Background: an optimization exercise with open tools, aiming at small area and a short achievable clock period. Do not read the settings as production practice.
No run shown here included a check of the RTL's function; only the layout flow was run.
The clock port is modelled as an ideal driver, which makes a skipped or thinned clock tree look cheaper than it is; a real chip needs a root buffer or a tree.
Power is estimated from default activity; no workload was simulated.

$ cat flow/config.mk
export PLATFORM = sky130hd
export DESIGN_NAME = Viterbi_Decoder
export DESIGN_NICKNAME = Viterbi_Decoder
export VERILOG_FILES = /design/flow/design.v
export SDC_FILE = /design/flow/constraint.sdc
export NUM_CORES = 4
export LEC_CHECK = 0
export CAP_MARGIN = 20
export CORE_MARGIN = 2
export CORE_UTILIZATION = 40
export PLACE_DENSITY = 0.7
export SLEW_MARGIN = 20
export SYNTH_HIERARCHICAL = 1
export SYNTH_MINIMUM_KEEP_SIZE = 0
$ cat flow/design.v
module Viterbi_Decoder(
    input [1:0] encoded_signal,
    input clk,
    input reset,
    output wire decoded_signal
);
  reg        t, tp;      
  reg [2:0]  e, f;
  reg [2:0]  dr;        
  reg [35:0] re;        
  reg [3:0]  cnt;       
  reg        dec;
  reg        rp;        
  wire [12:0] X, Y;
  vd_tables tables (.rp(rp), .t(t), .e(e), .f(f), .X(X), .Y(Y));
  wire [3:0] cntn;
  wire nv14, g10, g11, g12, g20, g21, g22;
  vd_ctl ctl (.reset(reset), .cnt(cnt), .dr(dr), .t_s(t), .tp_s(tp), .cntn(cntn), .nv14(nv14),
              .g10(g10), .g11(g11), .g12(g12), .g20(g20), .g21(g21), .g22(g22));
  wire [35:0] ren;
  genvar k;
  generate
    for (k = 0; k < 12; k = k + 1) begin : st
      vd_col col (.s(re[3*k +: 3]), .d0(dr[0]), .g10(g10), .g11(g11), .g12(g12),
                  .g20(g20), .g21(g21), .g22(g22), .n(ren[3*k +: 3]));
    end
  endgenerate
  wire o00, o11, o10, o01;
  vd_out outs (.s(ren[35:33]), .i00(X[3:2]), .i11(X[1:0]), .i10(Y[3:2]), .i01(Y[1:0]),
               .o00(o00), .o11(o11), .o10(o10), .o01(o01));
  wire       tn, decn;
  wire [2:0] en, fn, dn;
  vd_sel sel (.c0(encoded_signal[0]), .c1(encoded_signal[1]), .reset(reset), .nv14(nv14),
              .X(X), .Y(Y), .o00(o00), .o11(o11), .o10(o10), .o01(o01),
              .tn(tn), .en(en), .fn(fn), .dn(dn), .decn(decn));
  always @(posedge clk) begin
    rp  <= reset;
    t   <= tn;     
    e   <= en;
    f   <= fn;
    cnt <= cntn;
    tp  <= t;
    dr  <= dn;
    re  <= {ren[32:0], dr};
    dec <= decn;
  end
  assign decoded_signal = dec;
endmodule
module vd_tables(
    input rp,
    input t,
    input [2:0] e,
    input [2:0] f,
    output [12:0] X,
    output [12:0] Y
);
  wire tb_new_n35, tb_new_n36, tb_new_n37, tb_new_n38, tb_new_n39, tb_new_n40, tb_new_n41, tb_new_n42, tb_new_n43, tb_new_n45, tb_new_n46, tb_new_n47, tb_new_n48, tb_new_n49, tb_new_n50, tb_new_n51, tb_new_n52, tb_new_n53, tb_new_n54, tb_new_n55, tb_new_n56, tb_new_n58, tb_new_n59, tb_new_n60, tb_new_n61, tb_new_n62, tb_new_n64, tb_new_n65, tb_new_n66, tb_new_n68, tb_new_n69, tb_new_n70, tb_new_n71, tb_new_n73, tb_new_n74, tb_new_n75, tb_new_n77, tb_new_n78, tb_new_n79, tb_new_n81, tb_new_n82, tb_new_n83, tb_new_n84, tb_new_n86, tb_new_n87, tb_new_n88, tb_new_n90, tb_new_n91, tb_new_n93, tb_new_n94, tb_new_n95, tb_new_n96, tb_new_n98, tb_new_n99, tb_new_n101, tb_new_n102, tb_new_n103, tb_new_n105, tb_new_n107, tb_new_n108, tb_new_n115, tb_new_n116, tb_new_n119, tb_new_n120, tb_new_n124;
  vc_inv_1 tbg00 (.A(e[2]), .Y(tb_new_n35));
  vc_nor2_1 tbg01 (.A(f[1]), .B(tb_new_n35), .Y(tb_new_n36));
  vc_nor3_1 tbg02 (.A(e[0]), .B(e[1]), .C(f[2]), .Y(tb_new_n37));
  vc_o21ai_0 tbg03 (.A1(tb_new_n36), .A2(tb_new_n37), .B1(t), .Y(tb_new_n38));
  vc_inv_1 tbg04 (.A(t), .Y(tb_new_n39));
  vc_inv_1 tbg05 (.A(e[0]), .Y(tb_new_n40));
  vc_inv_1 tbg06 (.A(f[0]), .Y(tb_new_n41));
  vc_nor2_1 tbg07 (.A(t), .B(f[2]), .Y(tb_new_n42));
  vc_o22ai_1 tbg08 (.A1(tb_new_n39), .A2(tb_new_n40), .B1(tb_new_n41), .B2(tb_new_n42), .Y(tb_new_n43));
  vc_o21ai_0 tbg09 (.A1(e[2]), .A2(tb_new_n43), .B1(tb_new_n38), .Y(X[0]));
  vc_inv_1 tbg10 (.A(f[1]), .Y(tb_new_n45));
  vc_nor2_1 tbg11 (.A(e[0]), .B(tb_new_n45), .Y(tb_new_n46));
  vc_inv_1 tbg12 (.A(tb_new_n46), .Y(tb_new_n47));
  vc_inv_1 tbg13 (.A(f[2]), .Y(tb_new_n48));
  vc_nor2_1 tbg14 (.A(e[0]), .B(tb_new_n48), .Y(tb_new_n49));
  vc_nor2_1 tbg15 (.A(e[2]), .B(f[2]), .Y(tb_new_n50));
  vc_nor2_1 tbg16 (.A(tb_new_n50), .B(tb_new_n49), .Y(tb_new_n51));
  vc_nor2_1 tbg17 (.A(tb_new_n39), .B(tb_new_n35), .Y(tb_new_n52));
  vc_nor2_1 tbg18 (.A(tb_new_n41), .B(tb_new_n48), .Y(tb_new_n53));
  vc_inv_1 tbg19 (.A(tb_new_n53), .Y(tb_new_n54));
  vc_nor2_1 tbg20 (.A(tb_new_n52), .B(tb_new_n54), .Y(tb_new_n55));
  vc_a31oi_1 tbg21 (.A1(t), .A2(tb_new_n35), .A3(tb_new_n51), .B1(tb_new_n55), .Y(tb_new_n56));
  vc_nand2_1 tbg22 (.A(tb_new_n56), .B(tb_new_n47), .Y(X[1]));
  vc_nor2_1 tbg23 (.A(t), .B(e[2]), .Y(tb_new_n58));
  vc_a21oi_1 tbg24 (.A1(e[0]), .A2(tb_new_n58), .B1(tb_new_n52), .Y(tb_new_n59));
  vc_nor2_1 tbg25 (.A(f[0]), .B(tb_new_n35), .Y(tb_new_n60));
  vc_nand2_1 tbg26 (.A(tb_new_n60), .B(t), .Y(tb_new_n61));
  vc_nand3_1 tbg27 (.A(tb_new_n39), .B(e[1]), .C(f[0]), .Y(tb_new_n62));
  vc_o211ai_1 tbg28 (.A1(f[2]), .A2(tb_new_n59), .B1(tb_new_n61), .C1(tb_new_n62), .Y(X[2]));
  vc_nor2_1 tbg29 (.A(tb_new_n39), .B(tb_new_n48), .Y(tb_new_n64));
  vc_nor2_1 tbg30 (.A(tb_new_n58), .B(tb_new_n64), .Y(tb_new_n65));
  vc_a31oi_1 tbg31 (.A1(e[0]), .A2(tb_new_n58), .A3(f[2]), .B1(tb_new_n46), .Y(tb_new_n66));
  vc_o21ai_0 tbg32 (.A1(tb_new_n54), .A2(tb_new_n65), .B1(tb_new_n66), .Y(X[3]));
  vc_inv_1 tbg33 (.A(tb_new_n64), .Y(tb_new_n68));
  vc_nor2_1 tbg34 (.A(f[0]), .B(f[1]), .Y(tb_new_n69));
  vc_inv_1 tbg35 (.A(tb_new_n69), .Y(tb_new_n70));
  vc_nand2_1 tbg36 (.A(tb_new_n70), .B(tb_new_n42), .Y(tb_new_n71));
  vc_nand2_1 tbg37 (.A(tb_new_n71), .B(tb_new_n68), .Y(X[4]));
  vc_inv_1 tbg38 (.A(tb_new_n52), .Y(tb_new_n73));
  vc_inv_1 tbg39 (.A(tb_new_n58), .Y(tb_new_n74));
  vc_nor2_1 tbg40 (.A(tb_new_n40), .B(tb_new_n35), .Y(tb_new_n75));
  vc_o211ai_1 tbg41 (.A1(e[1]), .A2(tb_new_n75), .B1(tb_new_n74), .C1(tb_new_n73), .Y(X[5]));
  vc_inv_1 tbg42 (.A(e[1]), .Y(tb_new_n77));
  vc_inv_1 tbg43 (.A(tb_new_n42), .Y(tb_new_n78));
  vc_nand2_1 tbg44 (.A(tb_new_n64), .B(e[1]), .Y(tb_new_n79));
  vc_o31ai_1 tbg45 (.A1(e[0]), .A2(tb_new_n77), .A3(tb_new_n78), .B1(tb_new_n79), .Y(X[6]));
  vc_inv_1 tbg46 (.A(rp), .Y(tb_new_n81));
  vc_nand2_1 tbg47 (.A(e[1]), .B(e[2]), .Y(tb_new_n82));
  vc_a21oi_1 tbg48 (.A1(tb_new_n55), .A2(tb_new_n82), .B1(tb_new_n46), .Y(tb_new_n83));
  vc_o21ai_0 tbg49 (.A1(e[1]), .A2(tb_new_n51), .B1(t), .Y(tb_new_n84));
  vc_nand3_1 tbg50 (.A(tb_new_n83), .B(tb_new_n81), .C(tb_new_n84), .Y(X[7]));
  vc_nand3_1 tbg51 (.A(tb_new_n75), .B(t), .C(tb_new_n48), .Y(tb_new_n86));
  vc_nor2_1 tbg52 (.A(t), .B(tb_new_n48), .Y(tb_new_n87));
  vc_nand2_1 tbg53 (.A(tb_new_n87), .B(f[1]), .Y(tb_new_n88));
  vc_a31oi_1 tbg54 (.A1(tb_new_n86), .A2(tb_new_n79), .A3(tb_new_n88), .B1(rp), .Y(X[8]));
  vc_nand2_1 tbg55 (.A(tb_new_n82), .B(tb_new_n81), .Y(tb_new_n90));
  vc_nor2_1 tbg56 (.A(tb_new_n90), .B(tb_new_n37), .Y(tb_new_n91));
  vc_nand3_1 tbg57 (.A(tb_new_n91), .B(tb_new_n78), .C(tb_new_n61), .Y(X[9]));
  vc_nor2_1 tbg58 (.A(tb_new_n54), .B(tb_new_n65), .Y(tb_new_n93));
  vc_nor2_1 tbg59 (.A(tb_new_n45), .B(tb_new_n48), .Y(tb_new_n94));
  vc_nor2_1 tbg60 (.A(tb_new_n94), .B(tb_new_n93), .Y(tb_new_n95));
  vc_o21ai_0 tbg61 (.A1(e[1]), .A2(tb_new_n51), .B1(tb_new_n39), .Y(tb_new_n96));
  vc_a21oi_1 tbg62 (.A1(tb_new_n95), .A2(tb_new_n96), .B1(rp), .Y(X[10]));
  vc_inv_1 tbg63 (.A(tb_new_n75), .Y(tb_new_n98));
  vc_a221oi_1 tbg64 (.A1(tb_new_n46), .A2(t), .B1(e[1]), .B2(tb_new_n87), .C1(rp), .Y(tb_new_n99));
  vc_o21ai_0 tbg65 (.A1(tb_new_n78), .A2(tb_new_n98), .B1(tb_new_n99), .Y(X[11]));
  vc_o21ai_0 tbg66 (.A1(tb_new_n50), .A2(tb_new_n60), .B1(tb_new_n45), .Y(tb_new_n101));
  vc_nand2_1 tbg67 (.A(tb_new_n101), .B(tb_new_n39), .Y(tb_new_n102));
  vc_nand2_1 tbg68 (.A(tb_new_n102), .B(tb_new_n65), .Y(tb_new_n103));
  vc_nand2_1 tbg69 (.A(tb_new_n103), .B(tb_new_n91), .Y(X[12]));
  vc_nor2_1 tbg70 (.A(tb_new_n48), .B(tb_new_n75), .Y(tb_new_n105));
  vc_a21oi_1 tbg71 (.A1(tb_new_n73), .A2(tb_new_n74), .B1(tb_new_n105), .Y(Y[0]));
  vc_nand2_1 tbg72 (.A(tb_new_n35), .B(t), .Y(tb_new_n107));
  vc_inv_1 tbg73 (.A(tb_new_n105), .Y(tb_new_n108));
  vc_o21ai_0 tbg74 (.A1(tb_new_n107), .A2(tb_new_n70), .B1(tb_new_n108), .Y(Y[1]));
  vc_o22ai_1 tbg75 (.A1(tb_new_n49), .A2(tb_new_n73), .B1(tb_new_n36), .B2(tb_new_n71), .Y(Y[2]));
  vc_o21ai_0 tbg76 (.A1(tb_new_n74), .A2(tb_new_n70), .B1(tb_new_n108), .Y(Y[3]));
  vc_o21ai_0 tbg77 (.A1(tb_new_n77), .A2(tb_new_n78), .B1(tb_new_n59), .Y(Y[4]));
  vc_o211ai_1 tbg78 (.A1(f[1]), .A2(tb_new_n53), .B1(tb_new_n68), .C1(tb_new_n71), .Y(Y[5]));
  vc_o22ai_1 tbg79 (.A1(tb_new_n39), .A2(tb_new_n47), .B1(f[0]), .B2(tb_new_n71), .Y(Y[6]));
  vc_nand2_1 tbg80 (.A(tb_new_n101), .B(t), .Y(tb_new_n115));
  vc_a21oi_1 tbg81 (.A1(tb_new_n41), .A2(e[1]), .B1(rp), .Y(tb_new_n116));
  vc_o311ai_0 tbg82 (.A1(tb_new_n64), .A2(tb_new_n94), .A3(tb_new_n98), .B1(tb_new_n116), .C1(tb_new_n115), .Y(Y[7]));
  vc_o21ai_0 tbg83 (.A1(tb_new_n107), .A2(tb_new_n54), .B1(tb_new_n99), .Y(Y[8]));
  vc_o22ai_1 tbg84 (.A1(tb_new_n39), .A2(tb_new_n40), .B1(tb_new_n58), .B2(tb_new_n64), .Y(tb_new_n119));
  vc_a21oi_1 tbg85 (.A1(tb_new_n35), .A2(tb_new_n69), .B1(tb_new_n94), .Y(tb_new_n120));
  vc_a21oi_1 tbg86 (.A1(tb_new_n119), .A2(tb_new_n120), .B1(rp), .Y(Y[9]));
  vc_o2111ai_1 tbg87 (.A1(tb_new_n98), .A2(tb_new_n87), .B1(tb_new_n81), .C1(tb_new_n82), .D1(tb_new_n102), .Y(Y[10]));
  vc_o211ai_1 tbg88 (.A1(t), .A2(tb_new_n95), .B1(tb_new_n81), .C1(tb_new_n79), .Y(Y[11]));
  vc_nand3_1 tbg89 (.A(tb_new_n87), .B(tb_new_n40), .C(tb_new_n77), .Y(tb_new_n124));
  vc_a31oi_1 tbg90 (.A1(tb_new_n120), .A2(tb_new_n107), .A3(tb_new_n124), .B1(rp), .Y(Y[12]));
endmodule
module vd_ctl(
    input reset,
    input [3:0] cnt,
    input [2:0] dr,
    input t_s, tp_s,
    output [3:0] cntn,
    output nv14,
    output g10, g11, g12, g20, g21, g22
);
  wire ct_new_n24, ct_new_n25, ct_new_n26, ct_new_n27, ct_new_n28, ct_new_n30, ct_new_n31, ct_new_n33, ct_new_n35, ct_new_n37;
  vc_nand3_1 ctg00 (.A(cnt[1]), .B(cnt[2]), .C(cnt[3]), .Y(nv14));
  vc_a21oi_1 ctg01 (.A1(nv14), .A2(cnt[0]), .B1(reset), .Y(cntn[0]));
  vc_nand2_1 ctg02 (.A(cnt[2]), .B(cnt[3]), .Y(ct_new_n24));
  vc_nand2_1 ctg03 (.A(cnt[0]), .B(cnt[1]), .Y(ct_new_n25));
  vc_inv_1 ctg04 (.A(ct_new_n25), .Y(ct_new_n26));
  vc_inv_1 ctg05 (.A(reset), .Y(ct_new_n27));
  vc_o21ai_0 ctg06 (.A1(cnt[0]), .A2(cnt[1]), .B1(ct_new_n27), .Y(ct_new_n28));
  vc_a21oi_1 ctg07 (.A1(ct_new_n26), .A2(ct_new_n24), .B1(ct_new_n28), .Y(cntn[1]));
  vc_inv_1 ctg08 (.A(cnt[3]), .Y(ct_new_n30));
  vc_o21ai_0 ctg09 (.A1(cnt[2]), .A2(ct_new_n26), .B1(ct_new_n27), .Y(ct_new_n31));
  vc_a31oi_1 ctg10 (.A1(cnt[2]), .A2(ct_new_n30), .A3(ct_new_n26), .B1(ct_new_n31), .Y(cntn[2]));
  vc_nand2_1 ctg11 (.A(ct_new_n26), .B(cnt[2]), .Y(ct_new_n33));
  vc_a21oi_1 ctg12 (.A1(ct_new_n33), .A2(ct_new_n30), .B1(reset), .Y(cntn[3]));
  vc_inv_1 ctg13 (.A(tp_s), .Y(ct_new_n35));
  vc_nor2_1 ctg14 (.A(dr[1]), .B(ct_new_n35), .Y(g10));
  vc_inv_1 ctg15 (.A(dr[1]), .Y(ct_new_n37));
  vc_nor2_1 ctg16 (.A(tp_s), .B(ct_new_n37), .Y(g11));
  vc_nor2_1 ctg17 (.A(g10), .B(g11), .Y(g12));
  vc_a21oi_1 ctg18 (.A1(ct_new_n35), .A2(t_s), .B1(dr[2]), .Y(g20));
  vc_a21boi_0 ctg19 (.A1(t_s), .A2(tp_s), .B1_N(dr[2]), .Y(g21));
  vc_nor2_1 ctg20 (.A(g21), .B(g20), .Y(g22));
endmodule
module vd_col(
    input [2:0] s,
    input d0, g10, g11, g12, g20, g21, g22,
    output [2:0] n
);
  assign n[0] = ~(d0 ? s[1] : s[0]);
  assign n[1] = ~((g10 & s[0]) | (g11 & s[1]) | (g12 & s[2]));
  assign n[2] = ~((g20 & s[0]) | (g21 & s[1]) | (g22 & s[2]));
endmodule
module vd_out(
    input [2:0] s,
    input [1:0] i00, i11, i10, i01,
    output o00, o11, o10, o01
);
  function pick(input [2:0] v, input [1:0] i);
    pick = i[1] ? v[2] : (i[0] ? v[1] : v[0]);
  endfunction
  assign o00 = pick(s, i00);
  assign o11 = pick(s, i11);
  assign o10 = pick(s, i10);
  assign o01 = pick(s, i01);
endmodule
module vd_sel(
    input c0, c1, reset, nv14,
    input [12:0] X,
    input [12:0] Y,
    input o00, o11, o10, o01,
    output tn,
    output [2:0] en,
    output [2:0] fn,
    output [2:0] dn,
    output decn
);
  wire s00, s01, s10, s11;    
  vc_nor2_1   u_s00 (.A(c0), .B(c1), .Y(s00));
  vc_nor2b_1  u_s01 (.A(c1), .B_N(c0), .Y(s01));
  vc_nor2b_1  u_s10 (.A(c0), .B_N(c1), .Y(s10));
  vc_and2_1   u_s11 (.A(c0), .B(c1), .X(s11));
  vc_xor2_1   u_t (.A(c0), .B(c1), .X(tn));
  vd_sel4 u_e2 (s00, s01, s10, s11, {X[9],  Y[9],  Y[12], X[12]}, en[2]);
  vd_sel4 u_e1 (s00, s01, s10, s11, {X[8],  Y[8],  Y[11], X[11]}, en[1]);
  vd_sel4 u_e0 (s00, s01, s10, s11, {X[7],  Y[7],  Y[10], X[10]}, en[0]);
  vd_sel4 u_f2 (s00, s01, s10, s11, {X[12], Y[12], Y[9],  X[9]},  fn[2]);
  vd_sel4 u_f1 (s00, s01, s10, s11, {X[11], Y[11], Y[8],  X[8]},  fn[1]);
  vd_sel4 u_f0 (s00, s01, s10, s11, {X[10], Y[10], Y[7],  X[7]},  fn[0]);
  vd_sel4 u_d2 (s00, s01, s10, s11, {X[6],  Y[6],  Y[5],  X[5]},  dn[2]);
  vd_sel4 u_d1 (s00, s01, s10, s11, {X[4],  Y[5],  Y[6],  X[4]},  dn[1]);
  vd_sel4 u_d0 (s00, s01, s10, s11, {X[5],  Y[4],  Y[4],  X[6]},  dn[0]);
  wire p1, p2;
  vc_a22oi_1  u_o1 (.A1(s00), .A2(o00), .B1(s01), .B2(o10), .Y(p1));
  vc_a22oi_1  u_o2 (.A1(s10), .A2(o01), .B1(s11), .B2(o11), .Y(p2));
  vc_a211oi_1 u_dec (.A1(p1), .A2(p2), .B1(nv14), .C1(reset), .Y(decn));
endmodule
module vd_sel4(
    input s00, s01, s10, s11,
    input [3:0] d,
    output y
);
  wire p1, p2;
  vc_a22oi_1 u_p1 (.A1(s00), .A2(d[0]), .B1(s01), .B2(d[1]), .Y(p1));
  vc_a22oi_1 u_p2 (.A1(s10), .A2(d[2]), .B1(s11), .B2(d[3]), .Y(p2));
  vc_nand2_1 u_y (.A(p1), .B(p2), .Y(y));
endmodule
module vc_a211oi_1(input A1, input A2, input B1, input C1, output Y);
  assign Y = (~A1&~B1&~C1) | (~A2&~B1&~C1);
endmodule
module vc_a21boi_0(input A1, input A2, input B1_N, output Y);
  assign Y = (~A1&B1_N) | (~A2&B1_N);
endmodule
module vc_a21oi_1(input A1, input A2, input B1, output Y);
  assign Y = (~A1&~B1) | (~A2&~B1);
endmodule
module vc_a221oi_1(input A1, input A2, input B1, input B2, input C1, output Y);
  assign Y = (~A1&~B1&~C1) | (~A1&~B2&~C1) | (~A2&~B1&~C1) | (~A2&~B2&~C1);
endmodule
module vc_a22oi_1(input A1, input A2, input B1, input B2, output Y);
  assign Y = (~A1&~B1) | (~A1&~B2) | (~A2&~B1) | (~A2&~B2);
endmodule
module vc_a31oi_1(input A1, input A2, input A3, input B1, output Y);
  assign Y = (~A1&~B1) | (~A2&~B1) | (~A3&~B1);
endmodule
module vc_and2_1(input A, input B, output X);
  assign X = (A&B);
endmodule
module vc_inv_1(input A, output Y);
  assign Y = (~A);
endmodule
module vc_nand2_1(input A, input B, output Y);
  assign Y = (~A) | (~B);
endmodule
module vc_nand3_1(input A, input B, input C, output Y);
  assign Y = (~A) | (~B) | (~C);
endmodule
module vc_nor2_1(input A, input B, output Y);
  assign Y = (~A&~B);
endmodule
module vc_nor2b_1(input A, input B_N, output Y);
  assign Y = (~A&B_N);
endmodule
module vc_nor3_1(input A, input B, input C, output Y);
  assign Y = (~A&~B&~C);
endmodule
module vc_o2111ai_1(input A1, input A2, input B1, input C1, input D1, output Y);
  assign Y = (~A1&~A2) | (~B1) | (~C1) | (~D1);
endmodule
module vc_o211ai_1(input A1, input A2, input B1, input C1, output Y);
  assign Y = (~A1&~A2) | (~B1) | (~C1);
endmodule
module vc_o21ai_0(input A1, input A2, input B1, output Y);
  assign Y = (~A1&~A2) | (~B1);
endmodule
module vc_o22ai_1(input A1, input A2, input B1, input B2, output Y);
  assign Y = (~B1&~B2) | (~A1&~A2);
endmodule
module vc_o311ai_0(input A1, input A2, input A3, input B1, input C1, output Y);
  assign Y = (~A1&~A2&~A3) | (~B1) | (~C1);
endmodule
module vc_o31ai_1(input A1, input A2, input A3, input B1, output Y);
  assign Y = (~A1&~A2&~A3) | (~B1);
endmodule
module vc_xor2_1(input A, input B, output X);
  assign X = (A&~B) | (~A&B);
endmodule
$ cat flow/constraint.sdc
create_clock -name core_clock -period 10.0 [get_ports {clk}]
set_input_delay 2.0000 -clock core_clock [delete_from_list [all_inputs] [get_ports {clk}]]
set_output_delay 2.0000 -clock core_clock [all_outputs]
set_load 0.01 [all_outputs]
$ cat flow/flow/run.sh
#!/bin/bash
# The standard layout (the standard.sh: the standard synthesis and ORFS
# flow, unchanged constraints), with these knobs passed to ORFS:
# - port buffers of a normal buffer cell instead of the delay cell that
#   buffer_ports picks by default (every port still gets its buffer);
# - a setup margin, so that the resizer's repair works towards a shorter
#   period than the 10 ns constraint;
# - ABC's output load for the per-module mapping set to 1 fF, so that the
#   small gate-sized modules keep their x1 cells;
# - clock tree synthesis with the default options plus -dont_use_dummy_load.
# All tool output goes to make_finish.log and ORFS's own logs under orfs/.
set -euo pipefail
bash standard.sh \
  "BUFFER_PORTS_ARGS=-buffer_cell sky130_fd_sc_hd__buf_2" \
  SETUP_SLACK_MARGIN=${MARGIN:-7.2} \
  ABC_LOAD_IN_FF=1 \
  "CTS_ARGS=-sink_clustering_enable -repair_clock_nets -dont_use_dummy_load" \
  finish > make_finish.log 2>&1
$ cat flow/standard.sh
#!/bin/bash
# synth_recipe.tcl (not shown) runs the flow's synth.tcl, then flattens the netlist and writes it again
# the make line also repeats each setting of config.mk as NAME=value (left out here)
make -C /OpenROAD-flow-scripts/flow DESIGN_CONFIG=/design/flow/config.mk WORK_HOME=/design/flow/orfs CLKGATE_MAP_FILE= SYNTH_SCRIPT=/design/flow/synth_recipe.tcl "${@:-finish}"
==> impl_metrics.sql, run 1 <==
INSERT INTO impl_metrics (metric_group, metric, value, unit) VALUES
('power', 'vdd.ir_drop.worst', '0.000104', 'V'),
('timing', 'fin_ws', '7.27', 'ns'),
('synthesis', 'post_synth_inst_count', '248', ''),
('global_route', 'grt_max_degree', '17', ''),
('timing', 'worstMarginPinSlew', '0.840', 'ns'),
('setup_path', 'crit_arrival', '0.73', 'ns'),
('timing', 'tns_setup', '0', 'ns'),
('clocking', 'cts_buffer_depth', '2', ''),
('drt', 'vias_per_cell', '6.27', ''),
('hold_path', 'holdPathStages', '0', ''),
('floorplanning', 'core', '5440', 'um2'),
('synthesis', 'synth_area', '2240', 'um2'),
('clocking', 'clkTransAtPathRegs', '0.07', 'ns'),
('synthesis', 'synth_edf_count', '0', ''),
('global_route', 'total_grt_overflow', '0', ''),
('synthesis', 'netlist_top_cells_area', 'sky130_fd_sc_hd__dfxtp_1, sky130_fd_sc_hd__a222oi_1, sky130_fd_sc_hd__mux2i_1', ''),
('floorplanning', 'dieArea', '6210', 'um2'),
('synthesis', 'postSynthNetCount', '252', ''),
('global_route', 'track_usage', '0.175', ''),
('synthesis', 'synth_ff_type', 'sky130_fd_sc_hd__dfxtp_1', ''),
('floorplanning', 'row_count', '27', ''),
('place', 'place_hpwl', '3560', 'um'),
('floorplanning', 'io_pins', '5', ''),
('drt', 'drt_drc_violations_left', '0', ''),
('clocking', 'cts-buffers-inserted', '5', ''),
('setup_path', 'critical_path_class', 'reg2out', ''),
('timing', 'slew_violations', '0', ''),
('finish', 'fillers', '526', ''),
('synthesis', 'synthDominantCellAreaShare', '0.474', ''),
('synthesis', 'yosysMostFrequentCell', 'sky130_fd_sc_hd__dfxtp_1', ''),
('power', 'power_density', '272', 'nW/um2'),
('setup_path', 'cp_num_buf_inv', '1', ''),
('clocking', 'cts_sinks', '53', ''),
('finish', 'number_of_inserted_diodes', '0', ''),
('finish', 'design.final.nets', '263', ''),
('synthesis', 'synth_seq_area_share', '0.474', ''),
('clocking', 'cts.htree.levels', '2', ''),
('timing', 'hold_viol_final', '0', ''),
('clocking', 'clock_latency', '0.30', 'ns'),
('clocking', 'cts_tree', 'done', ''),
('synthesis', 'synth_area_per_cell', '9.03', 'um2'),
('finish', 'post_route_cells_drive_above_1_share', '0.0661', ''),
('setup_path', 'critical_path.max_fanout', '1', ''),
('timing', 'finalWorstPathRequiredPeriod', '2.73', 'ns'),
('finish', 'fin_cells', '329', ''),
('finish', 'seqCellArea', '1060', 'um2'),
('finish', 'area_of_the_multi_input_gates', '1140', 'um2'),
('drt', 'drt_iter0_markers', '302', ''),
('floorplanning', 'die_width', '78.8', 'um'),
('setup_path', 'critical_path_s_top_delay_family', 'flip-flops', ''),
('drt', 'vias', '2062', ''),
('synthesis', 'synthArstFlopShare', '0', ''),
('setup_path', 'worst_path_max_delay_cell', 'sky130_fd_sc_hd__dfxtp_1', ''),
('setup_path', 'critical_path.endpoint_type', 'output port', ''),
('hold_path', 'hold_path_class', 'reg2reg', ''),
('drt', 'ant_nets', '0', ''),
('synthesis', 'synth.ff_latch_count', '53', ''),
('timing', 'layout_worst_path_cycle_share', '0.273', ''),
('floorplanning', 'floorplan.initialDensity', '0.412', ''),
('clocking', 'ctsRootBufferMaster', 'sky130_fd_sc_hd__clkbuf_8', ''),
('drt', 'post_drt_wl_per_cell', '15.7', 'um'),
('setup_path', 'ff2ff_path_depth', '8', ''),
('timing', 'finalClockSkew', '0.0239', 'ns'),
('place', 'post-place-cells', '324', ''),
('global_route', 'vias_in_the_first_global_route', '1886', ''),
('outcome', 'run_status', 'timing/DRC/antenna clean', ''),
('power', 'leakage', '0.000983', 'uW'),
('drt', 'drt-pass1-iter-count', '7', ''),
('setup_path', 'crit_required', '8.00', 'ns'),
('floorplanning', 'chipHeight', '78.8', 'um'),
('finish', 'area.growth.synth_to_final', '9.89', '%');
[state kept, by name (all words and copies together), names as in the netlist]
| register | count |
|---|---|
| dec | 1 |
| dr | 3 |
| rp | 1 |
| e | 3 |
| f | 3 |
| t | 1 |
| tp | 1 |
| cnt | 4 |
| re | 36 |
[logic make-up (layout without fill, tap and decap cells)]
logic type	Yosys count	count (layout)	synth area share
AO/OA/AOI/OAI	91	91	0.297
XOR/XNOR	1	1	0.00391
flip-flops	53	53	0.474
multiplexers	16	16	0.0715
buffers and inverters	22	31	0.0369
AND/OR/NAND/NOR	65	65	0.116
[report_power, final]
| group | total, uW | switching, uW | internal [uW] |
|---|---|---|---|
| combinational | 201 | 112 | 89.3 |
| sequential | 362 | 68.2 | 294 |
| clock | 105 | 59.9 | 45.2 |
| total | 668 | 240 | 428 |
[modules after synthesis (local to each module, per instance), a selection]
module / flops+latches / times used / cells inside / area (um2)
vc_nor2b_1: 0 / 2 / 1 / 6.26
vc_o2111ai_1: 0 / 1 / 1 / 8.76
vc_nand2_1: 0 / 25 / 1 / 3.75
vc_a21oi_1: 0 / 11 / 1 / 5.00
vd_out: 0 / 1 / 12 / 75.1
vc_a22oi_1: 0 / 20 / 1 / 7.51
vc_nand3_1: 0 / 6 / 1 / 5.00
vc_o311ai_0: 0 / 1 / 1 / 8.76
vc_o21ai_0: 0 / 13 / 1 / 5.00
vc_o22ai_1: 0 / 4 / 1 / 6.26
vc_and2_1: 0 / 1 / 1 / 6.26
vc_o31ai_1: 0 / 1 / 1 / 7.51
vc_a21boi_0: 0 / 1 / 1 / 7.51
vc_nor3_1: 0 / 1 / 1 / 5.00
vc_nor2_1: 0 / 26 / 1 / 3.75
[area by class of cell]
type	instances	share of cell area
Tap cell	72	0.0366
Timing Repair Buffer	4	0.00814
Clock buffer	5	0.0280
Sequential cell	53	0.431
Inverter	22	0.0336
Multi-Input combinational cell	173	0.462
[layout by cell type, fill, tap and decap left out, drive strengths merged]
cell,n
o311ai,1
a222oi,24
mux2i,16
o21ai,17
nor2b,2
a221oi,1
o31ai,1
dfxtp,53
o211ai,4
xor2,1
a21boi,1
clkbuf,5
nor2,26
inv,22
a211oi,1
a31oi,5
o22ai,4
nor3,1
nand2,29
buf,4
a21oi,11
and2,1
nand3,6
o2111ai,1
a22oi,20
[path summary, 6_finish.rpt]
check | end | from | slack (ns)
worst max-delay path | decoded_signal | dec | 7.27
worst min-delay path | re[2] | dr[2] | 0.39
worst max register to register | dec | tp | 7.38
worst min register to register | re[2] | dr[2] | 0.39
[metrics by stage]
stage | util | total power, uW | instance area, um2
6_report | 0.452 | 668 | 2460
2_1_floorplan | - | 501 | 2240
3_3_place_gp | 0.432 | 555 | 2350
4_1_cts | 0.448 | 665 | 2440
5_1_grt | 0.452 | 710 | 2460
3_5_place_dp | 0.432 | 558 | 2350
[metal layers]
layer  GRT usage  part of all wire
met4      0.0737             0.021
met1       0.224              0.45
met5           0                 0
met2       0.283              0.47
met3      0.0398             0.059
[timing repair]
item,in CTS,in global routing
buffers inserted,0,0
resized for setup,6,5
hold buffers,0,0
setup endpoints to repair,1,1
==> run 2: changes to the inputs <==
--- a/flow/flow/run.sh
+++ b/flow/flow/run.sh
@@ -11,8 +11,9 @@
 # All tool output goes to make_finish.log and ORFS's own logs under orfs/.
 set -euo pipefail
 bash standard.sh \
+  "POST_CTS_TCL=$PWD/flow/flat_clock.tcl" \
   "BUFFER_PORTS_ARGS=-buffer_cell sky130_fd_sc_hd__buf_2" \
-  SETUP_SLACK_MARGIN=${MARGIN:-7.2} \
+  SETUP_SLACK_MARGIN=${MARGIN:-7.3} \
   ABC_LOAD_IN_FF=1 \
   "CTS_ARGS=-sink_clustering_enable -repair_clock_nets -dont_use_dummy_load" \
   finish > make_finish.log 2>&1
==> flow/flow/flat_clock.tcl (new file) <==
set block [ord::get_db_block]
set clkport_net [$block findNet clk]
set root ""
foreach it [$clkport_net getITerms] {
  if {[$it isInputSignal]} { set root [$it getInst] }
}
if {$root eq ""} { error "flat_clock: no root clock buffer" }
set rootin ""; set rootout ""
foreach it [$root getITerms] {
  if {[$it isInputSignal]} { set rootin $it }
  if {[$it isOutputSignal]} { set rootout [$it getNet] }
}
set leaves {}
set other 0
foreach it [$rootout getITerms] {
  set inst [$it getInst]
  if {$inst eq $root} continue
  if {[string match "sky130_fd_sc_hd__clkbuf*" [[$inst getMaster] getName]]} {
    lappend leaves $it
  } else {
    incr other
  }
}
puts "flat_clock: root [$root getName], [llength $leaves] leaf buffers, $other other sinks"
if {$other == 0 && [llength $leaves] > 0 && [llength $leaves] <= 4} {
  foreach it $leaves {
    $it disconnect
    $it connect $clkport_net
  }
  $rootin disconnect
  foreach it [$root getITerms] { if {[$it isOutputSignal]} { $it disconnect } }
  odb::dbInst_destroy $root
  odb::dbNet_destroy $rootout
  detailed_placement
  estimate_parasitics -placement
} else {
  puts "flat_clock: tree left as it is"
}
==> impl_metrics.sql, run 2 <==
INSERT INTO impl_metrics (metric_group, metric, value, unit) VALUES
('clocking', 'cts_sinks', '53', ''),
('place', 'weighted_congestion_reported_at_the_end_of_routability_driven_placement', '1.00', ''),
('floorplanning', 'core', '5440', 'um2'),
('global_route', 'vias_in_the_first_global_route', '1928', ''),
('power', 'vdd.ir_drop.worst', '0.0000887', 'V'),
('synthesis', 'netlist_top_cells_area', 'sky130_fd_sc_hd__dfxtp_1, sky130_fd_sc_hd__a222oi_1, sky130_fd_sc_hd__mux2i_1', ''),
('finish', 'area.growth.synth_to_final', '13.8', '%'),
('global_route', 'track_usage', '0.172', ''),
('global_route', 'initial_antenna_violation_count', '0', ''),
('timing', 'max-slew-margin-rel', '0.420', ''),
('timing', 'finalClockSkew', '0.0251', 'ns'),
('finish', 'fillers', '504', ''),
('global_route', 'total_grt_overflow', '0', ''),
('setup_path', 'crit_arrival', '2.75', 'ns'),
('synthesis', 'synth.distinct_cells', '23', ''),
('timing', 'tns_setup', '0', 'ns'),
('floorplanning', 'chipHeight', '78.8', 'um'),
('setup_path', 'critical_path_class', 'in2reg', ''),
('finish', 'post_route_cells_drive_above_1_share', '0.102', ''),
('clocking', 'clock_latency', '0.16', 'ns'),
('finish', 'largest_register_ffs', '36', ''),
('setup_path', 'timing.critical_path.cells', 'clkbuf_4 > nor2b_4 > a22oi_1 > a211oi_1', ''),
('synthesis', 'post_synth_inst_count', '248', ''),
('finish', 'most-common-layout-cells', 'sky130_fd_sc_hd__dfxtp_1, sky130_fd_sc_hd__nand2_1, sky130_fd_sc_hd__a222oi_1', ''),
('floorplanning', 'io_pins', '5', ''),
('clocking', 'clkTransAtPathRegs', '0.08', 'ns'),
('timing', 'hold_viol_final', '0', ''),
('finish', 'area_of_the_multi_input_gates', '1150', 'um2'),
('synthesis', 'yosysMostFrequentCell', 'sky130_fd_sc_hd__dfxtp_1', ''),
('drt', 'drt_drc_violations_left', '0', ''),
('synthesis', 'synth.ff_latch_count', '53', ''),
('finish', 'final_common_cell', 'sky130_fd_sc_hd__dfxtp_1', ''),
('timing', 'worstMarginPinSlew', '0.867', 'ns'),
('drt', 'drt_iter0_markers', '350', ''),
('timing', 'fmaxAchievable', '370', 'MHz'),
('global_route', 'grt_pass1_wl', '8680', 'um'),
('timing', 'slew_violations', '0', ''),
('power', 'power_density', '257', 'nW/um2'),
('finish', 'fin_cells', '338', ''),
('synthesis', 'synth_edf_count', '0', ''),
('floorplanning', 'dieArea', '6210', 'um2'),
('synthesis', 'synth_seq_area_share', '0.474', ''),
('place', 'place_hpwl', '3550', 'um'),
('power', 'design_power', '656', 'uW'),
('synthesis', 'synthDominantCellAreaShare', '0.474', ''),
('global_route', 'grt_max_degree', '19', ''),
('flow_run', 'cap_viol_max_count', '0', ''),
('power', 'leakage', '0.00104', 'uW'),
('finish', 'seqCellArea', '1060', 'um2'),
('finish', 'design.final.nets', '272', ''),
('setup_path', 'worst_setup_path_start_kind', 'input pin', ''),
('timing', 'setup-violations-final', '0', ''),
('synthesis', 'yosysWarnings', '8', ''),
('setup_path', 'critical-path-max-stage-delay', '0.24', 'ns'),
('synthesis', 'synth_commonest_cells', 'sky130_fd_sc_hd__dfxtp_1, sky130_fd_sc_hd__nand2_1, sky130_fd_sc_hd__nor2_1', ''),
('place', 'post-place-cells', '324', ''),
('finish', 'number_of_inserted_diodes', '0', ''),
('drt', 'post_drt_wl_per_cell', '15.7', 'um'),
('synthesis', 'postSynthNetCount', '252', ''),
('hold_path', 'hold_path_class', 'reg2reg', ''),
('drt', 'ant_nets', '0', ''),
('timing', 'layout_worst_path_cycle_share', '0.270', ''),
('outcome', 'run_status', 'timing/DRC/antenna clean', ''),
('timing', 'rsz0062_at_grt', 'no', ''),
('finish', 'layout_top_registers', 're: 36 flops, cnt: 4 flops', ''),
('drt', 'vias_per_cell', '6.25', ''),
('floorplanning', 'row_count', '27', ''),
('setup_path', 'crit_required', '10.04', 'ns'),
('drt', 'drt-pass1-iter-count', '7', ''),
('floorplanning', 'floorplan.initialDensity', '0.412', ''),
('setup_path', 'critical_path.max_fanout', '6', ''),
('drt', 'totalWireLength', '5320', 'um'),
('synthesis', 'synth_area_per_cell', '9.03', 'um2'),
('drt', 'vias', '2113', ''),
('place', 'numPortBuffers', '4', ''),
('floorplanning', 'die_width', '78.8', 'um'),
('synthesis', 'synth_area', '2240', 'um2'),
('finish', 'most_flop_heavy_register', 're', ''),
('timing', 'finalWorstPathRequiredPeriod', '2.70', 'ns'),
('synthesis', 'synth_ff_type', 'sky130_fd_sc_hd__dfxtp_1', ''),
('setup_path', 'critical_path.endpoint_type', 'flop', ''),
('synthesis', 'synthArstFlopShare', '0', ''),
('synthesis', 'synthDominantAreaCellType', 'sky130_fd_sc_hd__dfxtp_1', ''),
('setup_path', 'worst_path_max_delay_cell', 'sky130_fd_sc_hd__a211oi_1', '');
## run 2: logic make-up after synthesis
family          after synthesis  share of synthesized area
compound gates               91                      0.297
buf+inv                      22                     0.0369
simple gates                 65                      0.116
xor+xnor                      1                    0.00391
flops                        53                      0.474
mux                          16                     0.0715
## run 2: worst paths after layout
kind	start	endpoint	slack, ns	cells after the start
worst min register to register	dr[1]	re[1]	0.40	0
worst max register to register	t	dec	7.51	7
worst min-delay path	dr[1]	re[1]	0.40	0
worst max-delay path	encoded_signal[1]	dec	7.30	4
## run 2: cell type report
class,instances,share of cell area
flip-flops and latches,53,0.417
multi-input cells,173,0.450
clock buffers,4,0.0216
well taps,72,0.0354
inverters,22,0.0324
repair buffers,14,0.0432
## run 2: stage by stage
stage | hold slack, ns | setup slack (ns) | cell area [um2] | utilization
global placement | 0.360 | 7.05 | 2360 | 0.433
global route | 0.417 | 7.28 | 2550 | 0.468
finish | 0.403 | 7.30 | 2550 | 0.468
floorplan | 0.346 | 7.30 | 2250 | -
detailed placement | 0.355 | 7.00 | 2360 | 0.433
## run 2: metal layers
metal	part of all wire	track usage
met1	0.42	0.232
met2	0.48	0.268
met3	0.085	0.0409
met4	0.017	0.0596
met5	0	0
## run 2: power breakdown
group,internal [uW],switching (uW)
combinational,94.8,110
clock,36.7,50.5
sequential,294,69.7
total,425,231
## run 2: critical path: cells and delay by family
kind,cells,cell delay (ns)
and+or+nand+nor,1,0.22
AOI/OAI and AO/OA,2,0.35
buffers and inverters,1,0.16
## run 2: Yosys stat by module (local to each module, per instance), excerpt
module / copies in the design / flip-flops and latches / cells inside
vc_a31oi_1: 5 / 0 / 1
vc_and2_1: 1 / 0 / 1
vc_nand3_1: 6 / 0 / 1
vc_a21oi_1: 11 / 0 / 1
vc_nor3_1: 1 / 0 / 1
vc_a21boi_0: 1 / 0 / 1
vc_nor2_1: 26 / 0 / 1
vc_o31ai_1: 1 / 0 / 1
vd_col: 12 / 0 / 3
vc_a22oi_1: 20 / 0 / 1
vc_o22ai_1: 4 / 0 / 1
vc_o21ai_0: 13 / 0 / 1
vc_a221oi_1: 1 / 0 / 1
vc_o2111ai_1: 1 / 0 / 1
vc_xor2_1: 1 / 0 / 1

## static timing again, ports no longer ideal
The results above use ideal ports. As a check the final layouts listed here were re-extracted and re-timed, cells and wires unchanged.
Step 1 (the two cells are an assumption about what drives the block):
set clk [get_ports {clk}]
set_driving_cell -lib_cell sky130_fd_sc_hd__clkbuf_16 $clk
set_driving_cell -lib_cell sky130_fd_sc_hd__buf_2 [delete_from_list [all_inputs] $clk]
Step 2, shift: input delay + t, output delay - t, t = (earliest + latest rising clock arrival at the registers) / 2. This alone moves slack from input paths to output paths.
a / b / c = ideal ports / drivers / drivers and shift; a / b = the first two.
run	t (ns)	slack for setup (ns)	hold slack, ns	pins driven straight from the clock port
run 1	0.319	7.269 / 7.241 / 7.014	0.390 / 0.390 / 0.390	1
run 2	0.201	7.296 / 7.332 / 7.131	0.403 / 0.403 / 0.403	4
After both steps setup and hold are still met in every run listed. For run 1, which loses most, drivers alone change the setup slack by -0.028 ns; drivers and shift together by -0.255 ns.
